Source: an optimization exercise on an open RTL-to-GDS flow (aim: small area, a short achievable clock period and few clock cycles). Production flows keep margins and buffers that such runs may drop.
Function was checked by simulation only, so behaviour that the tests miss may differ from the original.

job 7581:
## crack_partial
module crack_partial(
    input clk,
    input rst_n,
    input [31:0]lower_bound,
    input [31:0]upper_bound,
    input [127:0]hash_answer,
    output [31:0]answer,
    output reg answer_found,
    output reg done);
Size: ~3400 cells after synthesis, roughly 230 I/O pins, ~27000 um2 of cells after synthesis.
clock: 12.0 ns
lec_check: 0
abc_area: 1
cap_margin: 20
core_margin: 2
core_utilization: 40
cts_cluster_diameter: 150
cts_cluster_size: 25
slew_margin: 20
standard.sh (not shown) runs the stock make flow with config.mk's settings and CLKGATE_MAP_FILE= SYNTH_SCRIPT=/design/flow/synth_recipe.tcl, a recipe that flattens the netlist after the stock synthesis.
==> flow/flow/run.sh <==
#!/bin/bash
# Layout flow: the standard flow, with repair_timing aiming for a larger
# setup slack than the flow settings allow, so that the resizer speeds up the
# design beyond the clock period (which stays the design's).
set -euo pipefail
MARGIN=$(cat flow/margin.txt)
bash standard.sh synth > synth.log 2>&1
sed "s/\"\\\${@:-finish}\"/SETUP_SLACK_MARGIN=${MARGIN} \"\${@:-finish}\"/" standard.sh > standard_margin.sh
grep -q "SETUP_SLACK_MARGIN=${MARGIN}" standard_margin.sh
bash standard_margin.sh finish > layout.log 2>&1
==> flow/flow/margin.txt <==
8.5
Job 7581 finished every step from synthesis to the final layout, and the layout passed the timing, DRC and antenna checks.
Testbench counts of job 7581, summed over its fixed seeds: cycles 82,876.
Changes in job 1770 relative to job 7581:
==> flow/flow/run.sh <==
#!/bin/bash
# Layout flow: the standard flow, with two changes after synthesis:
#  - repair_timing aims for a larger setup slack than the flow settings allow
#    (flow/margin.txt, ns), so that the resizer speeds the design up beyond
#    the clock period (which stays the design's);
#  - the buffer that every input and output port gets is a plain buf_1
#    rather than the delay cell buffer_ports picks by default.
set -euo pipefail
MARGIN=$(cat flow/margin.txt)
bash standard.sh synth > synth.log 2>&1
sed "s/\"\\\${@:-finish}\"/SETUP_SLACK_MARGIN=${MARGIN} \"\${@:-finish}\"/" standard.sh > standard_margin.sh
grep -q "SETUP_SLACK_MARGIN=${MARGIN}" standard_margin.sh
export BUFFER_PORTS_ARGS="-buffer_cell sky130_fd_sc_hd__buf_1"
bash standard_margin.sh finish > layout.log 2>&1
==> flow/flow/margin.txt <==
8.7
--- a/flow/config.mk
+++ b/flow/config.mk
@@ -8,3 +8,3 @@
 export ABC_AREA = 1
-export CAP_MARGIN = 20
+export CAP_MARGIN = 5
 export CORE_MARGIN = 2
@@ -13,2 +13,3 @@
 export CTS_CLUSTER_SIZE = 25
-export SLEW_MARGIN = 20
+export SLEW_MARGIN = 5
+export TNS_END_PERCENT = 0
[summary]
- Job 1770 was carried through to the last stage, and its layout satisfied the timing, DRC and antenna checks.
- Summary of job 1770 over job 7581: total vias in the final route lower, shortest clock period the worst path allows after layout essentially unchanged.
- Cell area (job 1770 / job 7581): 0.937
- Across both runs, relative area change from synthesis to final layout was lower for job 1770 than for job 7581.
- The worst-case setup margin in the final layout on job 1770 is in line with that on job 7581.
- Comparing job 7581 and job 1770, the lower final RePlAce weighted congestion was measured on job 1770.
- Going from job 7581 to job 1770, maximum number of pins on one net before global-route repair has increased; final period utilization neither gained nor lost much.
## Diff of input files: job 3830 against job 1770
==> flow/flow/run.sh <==
#!/bin/bash
# Layout flow: the standard flow, with repair_timing aiming for a larger
# setup slack than the flow settings allow, so that the resizer speeds up the
# design beyond the clock period (which stays the design's).
set -euo pipefail
MARGIN=$(cat flow/margin.txt)
bash standard.sh synth > synth.log 2>&1
sed "s/\"\\\${@:-finish}\"/SETUP_SLACK_MARGIN=${MARGIN} \"\${@:-finish}\"/" standard.sh > standard_margin.sh
grep -q "SETUP_SLACK_MARGIN=${MARGIN}" standard_margin.sh
bash standard_margin.sh finish > layout.log 2>&1
==> flow/flow/margin.txt <==
8.3
--- a/flow/config.mk
+++ b/flow/config.mk
@@ -8,3 +8,3 @@
 export ABC_AREA = 1
-export CAP_MARGIN = 5
+export CAP_MARGIN = 20
 export CORE_MARGIN = 2
@@ -13,3 +13,3 @@
 export CTS_CLUSTER_SIZE = 25
-export SLEW_MARGIN = 5
+export SLEW_MARGIN = 20
 export TNS_END_PERCENT = 0
### Flow results
There was hardly any difference in final hold slack between job 1770 and job 3830. Job 3830: placer congestion estimate is 0.036 higher than what job 1770 reported. Job 3830 vs job 1770: average via count per standard cell down slightly.
diff inputs: job 3830 => job 7422
==> flow/flow/run.sh <==
#!/bin/bash
# Layout flow: the standard flow, with two changes after synthesis:
#  - repair_timing aims for a larger setup slack than the flow settings allow
#    (flow/margin.txt, ns), so that the resizer speeds the design up beyond
#    the clock period (which stays the design's);
#  - the buffer that every input and output port gets is a plain buf_1
#    rather than the delay cell buffer_ports picks by default.
set -euo pipefail
MARGIN=$(cat flow/margin.txt)
bash standard.sh synth > synth.log 2>&1
sed "s/\"\\\${@:-finish}\"/SETUP_SLACK_MARGIN=${MARGIN} \"\${@:-finish}\"/" standard.sh > standard_margin.sh
grep -q "SETUP_SLACK_MARGIN=${MARGIN}" standard_margin.sh
export BUFFER_PORTS_ARGS="-buffer_cell sky130_fd_sc_hd__buf_1"
bash standard_margin.sh finish > layout.log 2>&1
==> flow/flow/margin.txt <==
8.5
--- a/flow/config.mk
+++ b/flow/config.mk
@@ -8,8 +8,8 @@
 export ABC_AREA = 1
-export CAP_MARGIN = 20
+export CAP_MARGIN = 5
 export CORE_MARGIN = 2
-export CORE_UTILIZATION = 40
+export CORE_UTILIZATION = 50
 export CTS_CLUSTER_DIAMETER = 150
 export CTS_CLUSTER_SIZE = 25
-export SLEW_MARGIN = 20
+export SLEW_MARGIN = 5
 export TNS_END_PERCENT = 0
Of the two candidates, job 3830 has the worse floorplan die area and job 7422 the better one.
The global routing met1 resource utilization of job 7422 exceeds that of job 3830 by 8.7 points.
Looking at count of clock-buffer cells in the layout, job 7422 sits below job 3830.
The flow did not stop early for job 7422: all stages ran, and the layout cleared the timing, DRC and antenna checks.
On global placer's final weighted congestion, the lower figure sits with job 7422, not job 3830.
Job 3830 → job 7422: flip-flop and latch count essentially unchanged, area share of buffers outside the clock network decreased 3.7 points.
Measured against job 3830, the post-CTS resize count of job 7422 comes out at 1.4 times the reference value.
Input changes introduced in job 5043 (baseline for comparison: job 7422):
==> flow/flow/run.sh <==
#!/bin/bash
# Layout flow: the standard flow, with repair_timing aiming for a larger
# setup slack than the flow settings allow, so that the resizer speeds up the
# design beyond the clock period (which stays the design's).
set -euo pipefail
MARGIN=$(cat flow/margin.txt)
bash standard.sh synth > synth.log 2>&1
sed "s/\"\\\${@:-finish}\"/SETUP_SLACK_MARGIN=${MARGIN} \"\${@:-finish}\"/" standard.sh > standard_margin.sh
grep -q "SETUP_SLACK_MARGIN=${MARGIN}" standard_margin.sh
bash standard_margin.sh finish > layout.log 2>&1
==> flow/flow/margin.txt <==
8.0
--- a/flow/config.mk
+++ b/flow/config.mk
@@ -8,8 +8,5 @@
 export ABC_AREA = 1
-export CAP_MARGIN = 5
+export CAP_MARGIN = 20
 export CORE_MARGIN = 2
-export CORE_UTILIZATION = 50
-export CTS_CLUSTER_DIAMETER = 150
-export CTS_CLUSTER_SIZE = 25
-export SLEW_MARGIN = 5
-export TNS_END_PERCENT = 0
+export CORE_UTILIZATION = 40
+export SLEW_MARGIN = 20
## What came out
Job 5043 against job 7422: slack of the critical path down 0.31 ns. Number of instances resized during post-cts repair, job 5043 vs job 7422: down by more than half. Job 5043 closes out successfully: all stages finished, all timing, DRC and antenna checks passed. Compared with job 7422, job 5043 shows a maximum frequency that is 22 MHz lower. The required time of the critical path of job 7422 and that of job 5043 are within noise of each other. Run comparison: job 7422 start point of the critical path nx[0]$_DFFE_PP_; job 5043 start point of the critical path nx[23]$_DFFE_PP_. The clock buffer count from CTS of job 5043 is higher than that of job 7422.

-- what the ideal ports hide --
The results above use ideal ports. As a check the final layouts listed here were re-extracted and re-timed, cells and wires unchanged.
Step 1 assumes that a clkbuf_16 drives the clock port and a buf_2 every other input.
Step 2 adds t to the input delays and takes it off the output delays; t is the mean of the earliest and latest rising clock arrival at the registers after step 1. Input paths then give back, and output paths get back, about the clock's delay inside the block.
Three values: no drivers, after step 1, after step 2; two values: the first two.
| run | t (ns) | setup slack, ns | worst setup path at the end | worst slew at a driven data input, ns |
|---|---|---|---|---|
| job 7581 | 0.649 | 8.381 / 8.316 / 7.977 | input to register | 0.05 |
| job 1770 | 0.637 | 8.382 / 8.319 / 7.876 | input to register | 0.05 |
| job 3830 | 0.639 | 8.229 / 8.163 / 7.686 | input to register | 0.05 |
| job 7422 | 0.625 | 8.353 / 8.289 / 7.939 | input to register | 0.07 |
| job 5043 | 0.684 | 8.042 / 7.979 / 7.676 | input to register | 0.05 |
After both steps every run listed still meets setup and hold. The setup slack of job 3830, which loses most, moves by -0.066 ns with the drivers and by -0.543 ns with both steps.
